Context: an optimization exercise on an open-source flow, tuned for small area. The choices shown serve that exercise and are no tape-out recipe. Only simulation tests tie the RTL to the original design; equivalence was not proved. Power and IR drop assume default switching activity.

--- flow/design.v ---
`timescale 1ns / 1ps
module project2(dip,btn,clk,rst,anodes,cathodes,leds);
input [4:0] dip;
input [3:0] btn;
input clk;
input rst;
output [3:0] anodes;
output [6:0] cathodes;
output [7:0] leds;
reg [3:0] anodes;
reg [6:0] cathodes;
reg [7:0] leds;
reg slow_clk1,slow_clk2;
reg tick1,tick2;  
integer d0,d1,d2,d3;  
integer pushcount, clk_count1, clk_count2;
integer segment, delay;  
reg [1:0] status;  
reg[3:0] flag;  
reg firstpress;  
integer entrycount;  
always @(posedge clk)
begin
	tick1 = 0;
	tick2 = 0;
	if(rst)
	begin
		d0 = 0; d1 = 0; d2 = 0; d3 = 0;
		pushcount = 0; clk_count1 = 0; clk_count2 = 0;
		segment = 0; delay = 0;
		status = 2'b00;
		flag = 0;
		firstpress = 0;
		entrycount = 0;
		slow_clk1 = 0;
		slow_clk2 = 0;
		leds = 0;
		anodes = 4'b1111;
		cathodes = 7'b1111111;
	end
	else
	begin
	if(clk_count1 > 8000)
	begin
		clk_count1 = 0;
		slow_clk1 = ~slow_clk1;  
		tick1 = slow_clk1;
	end
	else clk_count1 = clk_count1 + 1;
	if(clk_count2 > 100)
	begin
		clk_count2 = 0;
		slow_clk2 = ~slow_clk2;  
		tick2 = slow_clk2;
	end
	else clk_count2 = clk_count2 + 1;
if(tick1)
begin
	if(status == 2'b01)
		leds = ~leds;
	else
		leds = 0;
end
if(tick2)
begin
	segment = (segment + 1)%4;
	if(status == 2'b00)  
	begin
		if(entrycount <= 5000)
		begin
			if(dip[3:0]==4'b0001)  
			begin
				if(btn[0] == 1 && flag[0] == 0)
					begin 
						d0 = d0 + 1;
						flag[0] = 1; 
						pushcount = pushcount + 1;
						if(firstpress == 0)	firstpress = 1;
					end
				else if(btn[0] == 0)	flag[0] = 0;
				if(btn[1] == 1 && flag[1] == 0)
					begin 
						d0 = d0 + 2;
						flag[1] = 1; 
						pushcount = pushcount + 1;
						if(firstpress == 0)	firstpress = 1;
					end
				else if(btn[1] == 0)	flag[1] = 0;
				if(btn[2] == 1 && flag[2] == 0)
					begin 
						d0 = d0 + 4;
						flag[2] = 1; 
						pushcount = pushcount + 1;
						if(firstpress == 0)	firstpress = 1;
					end
				else if(btn[2] == 0)	flag[2] = 0;
				if(btn[3] == 1 && flag[3] == 0)
					begin 
						d0 = d0 + 8;
						flag[3] = 1; 
						pushcount = pushcount + 1;
						if(firstpress == 0)	firstpress = 1;
					end
				else if(btn[3] == 0)	flag[3] = 0;
			end
			else if(dip[3:0]==4'b0010)  
			begin
				if(btn[0] == 1 && flag[0] == 0)
					begin 
						d1 = d1 + 1;
						flag[0] = 1; 
						pushcount = pushcount + 1;
						if(firstpress == 0)	firstpress = 1;
					end
				else if(btn[0] == 0)	flag[0] = 0;
				if(btn[1] == 1 && flag[1] == 0)
					begin 
						d1 = d1 + 2;
						flag[1] = 1; 
						pushcount = pushcount + 1;
						if(firstpress == 0)	firstpress = 1;
					end
				else if(btn[1] == 0)	flag[1] = 0;
				if(btn[2] == 1 && flag[2] == 0)
					begin 
						d1 = d1 + 4;
						flag[2] = 1; 
						pushcount = pushcount + 1;
						if(firstpress == 0)	firstpress = 1;
					end
				else if(btn[2] == 0)	flag[2] = 0;
				if(btn[3] == 1 && flag[3] == 0)
					begin 
						d1 = d1 + 8;
						flag[3] = 1; 
						pushcount = pushcount + 1;
						if(firstpress == 0)	firstpress = 1;
					end
				else if(btn[3] == 0)	flag[3] = 0;
			end
			else if(dip[3:0]==4'b0100)  
			begin
				if(btn[0] == 1 && flag[0] == 0)
					begin 
						d2 = d2 + 1;
						flag[0] = 1; 
						pushcount = pushcount + 1;
						if(firstpress == 0)	firstpress = 1;  
					end
				else if(btn[0] == 0)	flag[0] = 0;
				if(btn[1] == 1 && flag[1] == 0)
					begin 
						d2 = d2 + 2;
						flag[1] = 1; 
						pushcount = pushcount + 1;
						if(firstpress == 0)	firstpress = 1;
					end
				else if(btn[1] == 0)	flag[1] = 0;
				if(btn[2] == 1 && flag[2] == 0)
					begin 
						d2 = d2 + 4;
						flag[2] = 1; 
						pushcount = pushcount + 1;
						if(firstpress == 0)	firstpress = 1;
					end
				else if(btn[2] == 0)	flag[2] = 0;
				if(btn[3] == 1 && flag[3] == 0)
					begin 
						d2 = d2 + 8;
						flag[3] = 1; 
						pushcount = pushcount + 1;
						if(firstpress == 0)	firstpress = 1;
					end
				else if(btn[3] == 0)	flag[3] = 0;
			end
			else if(dip[3:0]==4'b1000)  
			begin
				if(btn[0] == 1 && flag[0] == 0)
					begin
						d3 = d3 + 1;
						flag[0] = 1; 
						pushcount = pushcount + 1;
						if(firstpress == 0)	firstpress = 1;
					end
				else if(btn[0] == 0)	flag[0] = 0;
				if(btn[1] == 1 && flag[1] == 0)
					begin 
						d3 = d3 + 2;
						flag[1] = 1; 
						pushcount = pushcount + 1;
						if(firstpress == 0)	firstpress = 1;
					end
				else if(btn[1] == 0)	flag[1] = 0;
				if(btn[2] == 1 && flag[2] == 0)
					begin 
						d3 = d3 + 4;
						flag[2] = 1; 
						pushcount = pushcount + 1;
						if(firstpress == 0)	firstpress = 1;
					end
				else if(btn[2] == 0)	flag[2] = 0;
				if(btn[3] == 1 && flag[3] == 0)
					begin 
						d3 = d3 + 8;
						flag[3] = 1; 
						pushcount = pushcount + 1;
						if(firstpress == 0)	firstpress = 1;
					end
				else if(btn[3] == 0)	flag[3] = 0;
			end
			if(pushcount > 20)  
			begin
				status = 2'b10;
				pushcount = 0;
				firstpress = 0;
				entrycount = 0;
			end
			else if(d0 == 9 && d1 == 8 && d2 == 8 && d3 == 3)  
			begin
				status = 2'b01;  
				pushcount = 0;
				firstpress = 0;
				entrycount = 0;
				flag = 0;
				d0 = 0;d1 = 0;d2 = 0;d3 = 0;
			end
			else
			begin
				case(segment)
					0: begin anodes = 4'b1111; cathodes = 7'b1111111; end 
					1: begin anodes = 4'b1101; cathodes = 7'b1000110; end	 
					2: begin anodes = 4'b1011; cathodes = 7'b1000000; end	 
					3: begin anodes = 4'b0111; cathodes = 7'b1000111; end	 
				endcase
			end
			if(firstpress == 1)
				entrycount = entrycount + 1;  
		end
		else
		begin
			status = 2'b10;  
			entrycount = 0;
			pushcount = 0;
			firstpress = 0;
		end
	end
	else if(status == 2'b01)  
	begin
		if(dip[4] == 1)  
		begin
			status = 2'b00;  
			pushcount = 0;
			flag = 0;
			d0 = 0;d1 = 0;d2 = 0;d3 = 0;
		end
		else
		begin
			case(segment)
				0: begin anodes = 4'b1110; cathodes = 7'b1000110; end  
				1: begin anodes = 4'b1101; cathodes = 7'b1000111; end  
				2: begin anodes = 4'b1011; cathodes = 7'b0101011; end  
				3: begin anodes = 4'b0111; cathodes = 7'b1000001; end  
			endcase
		end
	end
	else if(status == 2'b10)  
	begin
		if(delay > 2500)  
		begin
			delay = 0;
			status = 2'b00;
			pushcount = 0;
			flag = 0;
			d0 = 0;d1 = 0;d2 = 0;d3 = 0;
		end
		else
			delay = delay + 1;
		case(segment)
			0: begin anodes = 4'b1110; cathodes = 7'b0010010;end  
			1: begin anodes = 4'b1101; cathodes = 7'b1000001;end  
			2: begin anodes = 4'b1011; cathodes = 7'b0001000;end  
			3: begin anodes = 4'b0111; cathodes = 7'b0001100;end  
		endcase
	end
end
	end
end
endmodule
--- flow/config.mk ---
export PLATFORM = sky130hd
export DESIGN_NAME = project2
export DESIGN_NICKNAME = project2
export VERILOG_FILES = /design/flow/design.v
export SDC_FILE = /design/flow/constraint.sdc
export NUM_CORES = 4
export LEC_CHECK = 0
export CAP_MARGIN = 20
export CORE_MARGIN = 2
export CORE_UTILIZATION = 40
export PLACE_DENSITY = 0.6
export SLEW_MARGIN = 20
--- flow/run.sh ---
#!/bin/bash
# synth_recipe.tcl (not shown) runs the flow's synth.tcl, then flattens the netlist and writes it again
# the make line also repeats each setting of config.mk as NAME=value (left out here)
make -C /OpenROAD-flow-scripts/flow DESIGN_CONFIG=/design/flow/config.mk WORK_HOME=/design/flow/orfs CLKGATE_MAP_FILE= SYNTH_SCRIPT=/design/flow/synth_recipe.tcl finish
--- flow/constraint.sdc ---
create_clock -name core_clock -period 12.0 [get_ports {clk}]
set_input_delay 2.4000 -clock core_clock [delete_from_list [all_inputs] [get_ports {clk}]]
set_output_delay 2.4000 -clock core_clock [all_outputs]
set_load 0.01 [all_outputs]
==> qor.csv <==
stage,metric,value,unit
finish,fin_cells,6026,
drt,drc,0,
setup_path,crit_path_frequent_cell,and3_1,
setup_path,worstSetupStartpointType,input pin,
timing,clock_skew,0.0334,ns
power,ir_drop,0.0888,mV
power,p_per_area,65.5,nW/um^2
synth,seq_area_frac_synth,18.1,%
placed_design,dp_slack,0.220,ns
power,power.internal,1.90,mW
setup_path,crit_fanout,18,
timing,max_freq,87.1,MHz
placed_design,place_congestion,0.999,
finish,nets,4874,
clock_tree,numCtsBuffers,40,
timing,rsz0062_at_grt,no,
setup_path,criticalPathCategory,in -> reg,
flow_run,cap_violations,0,
synth,synth.area.top_cells,"dfxtp_1 18%, xnor2_1 9.5%, nand2_1 4.7%",
floorplan,pin_count,30,
clock_tree,post_cts_buffers,0,
floorplan,start_util,40.2,%
setup_path,critical_path.slowest_cell,or4b_2,
floorplan,dieHeight,301,microns
power,switching_share,24.8,%
clock_tree,cts_tree,built,
global_routing,overflow,0,
power,total_power,2.53,mW
setup_path,worst-path-buf-inv,4,
timing,min_period_over_period,95.6,%
power,combPwrFrac,5.2,%
setup_path,r2r.worst_path.cells,38,
synth,yosysWarnings,1,
setup_path,end_kind,flip-flop,
timing,fin_setup_tns,0,ns
drt,drtAntennaViolNets,0,
hold_path,hold_path_class,reg -> reg,
floorplan,core,88000,sq um
drt,vias_per_cell,6.35,
setup_path,crit_family,simple AND/OR/NAND/NOR gates,
clock_tree,insertion_delay,0.60,ns
timing,fin_ws,0.525,ns
timing,final-hold-violation-count,0,
synth,syn_nets,4955,
timing,finalMaxSlewViolations,0,
synth,synthCells,4912,
power,switchingPower,0.625,mW
clock_tree,clock-sinks,319,
power,leakagePower,11.7,nW
placed_design,place_inst,5954,
synth,synth_area,35300,sq um
finish,drive_gt1_share,7.82,%
placed_design,dp_hpwl,98500,microns
synth,avgSynthCellArea,7.19,sq um
global_routing,antenna_found_initial,1,
floorplan,die_area,90700,sq um
synth,synth_common_cells,"447 x nand2_1, 445 x nor2_1, 383 x xnor2_1, 319 x dfxtp_1, 242 x nand3_1",
status,outcome,"complete, no violations",
global_routing,grt_pass1_vias,35300,
synth,synth.most_common_cell,nand2_1,
setup_path,max_stage_delay,0.72,ns
clock_tree,cts.clk_slew.worst_paths,0.06,ns
drt,drt_iter0_drc,3778,
finish,syn_to_final_growth,9.07,%
timing,worst_slew_margin_rel,23.3,%
hold_path,hold_path_depth,2,
synth,yosys.area.top_type,dfxtp_1,
clock_tree,htreeDepth,2,
timing,setup_viol,0,
synth,async_flop_share,0,%
power,power_frac_seq,42.1,%
synth,synth_top_area_share,18.1,%
clock_tree,clk_path_buf_depth,3,
synth,synth-edff-count,0,
global_routing,grtUsageTotal,27.3,%
floorplan,die_x,301,microns
drt,wl_per_cell,21.2,microns
drt,vias,38300,
global_routing,grt_max_degree,52,
synth,synthFlopType,dfxtp_1,
setup_path,crit_arrival,11.97,ns
synth,synth-seq-cells,319,
floorplan,core.rowCount,109,
timing,period_minus_slack,11.47,ns
setup_path,cp.depth,36,
placed_design,portBuffers,29,
drt,finalWirelength,128000,microns
clock_tree,root_buffer,clkbuf_16,
timing,tightest_slew,1.15,ns
timing,holdWs,0.469,ns
global_routing,grt_pass1_wl,202000,microns
power,p_clk_share,52.7,%
drt,first_pass_iters,6,
synth,synth_cell_type_count,113,
setup_path,worstPathRequired,12.50,ns
-- repair_timing --
| action | 4_1_cts | 5_1_grt |
|---|---|---|
| hold buffers | 0 | 0 |
| resized for setup | 0 | 2 |
| endpoints found under the setup margin | 0 | 2 |
-- cell families after synthesis --
family,count (synthesis),synth area share (%)
buffers and inverters,406,4.62
flip-flops,319,18.1
AO/OA/AOI/OAI,1178,23.9
AND/OR/NAND/NOR,2335,35.8
multiplexers,66,1.91
adder cells (fa/ha/maj),32,1.13
XOR/XNOR,576,14.5
-- layer usage --
metal | vias up | wire (microns) | track usage [%]
li1 | 18400 | - | -
met1 | 18100 | 56400 | 36.6
met2 | 1466 | 58500 | 45.1
met3 | 254 | 8390 | 3.02
met4 | 2 | 4740 | 9.59
met5 | - | 13 | 0
-- path summary, 6_finish.rpt --
kind / start / to / slack (ns)
hold / removal: slow_clk1 / slow_clk1 / 0.47
hold reg to reg: slow_clk1 / slow_clk1 / 0.47
setup / recovery: btn[0] / entrycount[28] / 0.53
setup reg to reg: d2[0] / entrycount[28] / 2.08
-- power groups by stage --
| stage | clock (mW) | combinational, mW | sequential, mW |
|---|---|---|---|
| 2_1_floorplan | 0 | 0.0832 | 1.09 |
| 3_3_place_gp | 0 | 0.129 | 1.09 |
| 4_1_cts | 1.36 | 0.130 | 1.06 |
| 6_report | 1.33 | 0.132 | 1.06 |
| 3_5_place_dp | 0 | 0.129 | 1.09 |
| 5_1_grt | 1.40 | 0.140 | 1.06 |
-- flip-flops by register name (all words and copies together), names as in the netlist --
name        cells
clk_count1     32
clk_count2     32
d0             32
d1             32
d2             32
d3             32
delay          32
entrycount     32
pushcount      32
leds            8
cathodes        7
anodes          4
flag            4
segment         3
status          2
firstpress      1
slow_clk1       1
slow_clk2       1
-- stage by stage --
| step | area, sq um | utilization [%] |
|---|---|---|
| after global routing | 38500 | 43.8 |
| after global placement | 37100 | 42.2 |
| final | 38500 | 43.8 |
| after floorplan | 35300 | - |
| after detailed placement | 37100 | 42.2 |
| after CTS | 38500 | 43.8 |
-- placed cells by master (no fill, tap or decap), types with 27 or more instances in the layout --
cell type        netlist  layout
a211oi_1              44      44
a21o_1                38      38
a21oi_1              183     183
a22o_1                64      64
a22oi_1               36      36
a31oi_1               54      54
a32o_1                27      27
and2_1                67      66
and3_1               102     102
and4_1                50      50
buf_4                 12     154
clkbuf_16              0      41
clkdlybuf4s50_1        0      28
dfxtp_1              319     318
ha_1                  32      32
inv_1                 97      97
mux2i_1               55      55
nand2_1              447     446
nand2b_1              32      32
nand3_1              242     241
nand3b_1              36      36
nand4_1              161     161
nor2_1               445     443
nor2b_1               48      44
nor3_1               197     197
nor3b_1               33      32
nor4_1               162     160
o2111ai_1             29      29
o211ai_1              65      65
o21ai_0              199     199
o22ai_1               34      34
o2bb2ai_1             29      29
o31ai_1               43      40
or2_2                 38      38
or3_1                 69      69
or4_1                 51      51
xnor2_1              383     383
xor2_1               186     186
-- worst register-to-register path, delay by kind of cell (launching register included) --
kind	cells	cell delay (ns)
and+or+nand+nor	24	4.56
buffers and inverters	2	0.34
xor gates and xnor gates	3	0.99
muxes	1	0.16
DFF	1	0.62
AOI/OAI and AO/OA	5	1.97
adders and majority gates	3	1.22
-- layout make-up --
cell class,instances,area [sq um]
Clock inverter,18,297
Timing Repair Buffer,184,1460
Fill cell,9083,49400
Clock buffer,52,1140
Inverter,99,372
Tap cell,1165,1460
Antenna cell,2,5.00
Multi-Input combinational cell,4187,27400
Sequential cell,319,6390

-- port drivers added, routing unchanged --
The results above use ideal ports. As a check the final layout listed here was re-extracted and re-timed, cells and wires unchanged. Step 1 assumes that a clkbuf_16 drives the clock port and a buf_2 every other input. Step 2 also shifts input and output timing later by t, the mid clock arrival at the registers, as if the neighbouring blocks saw the same clock. a / b / c = ideal ports / drivers / drivers and shift; a / b = the first two.
t, ns: 0.646
setup WS [ns]: 0.525 / 0.477 / -0.169
worst register clock-pin slew, ns: 0.07 / 0.07
worst data-port slew with drivers (ns): 0.11
Met with ideal ports but missed after step 2: setup timing in this run. The setup slack of this run moves by -0.048 ns with the drivers and by -0.694 ns with both steps.
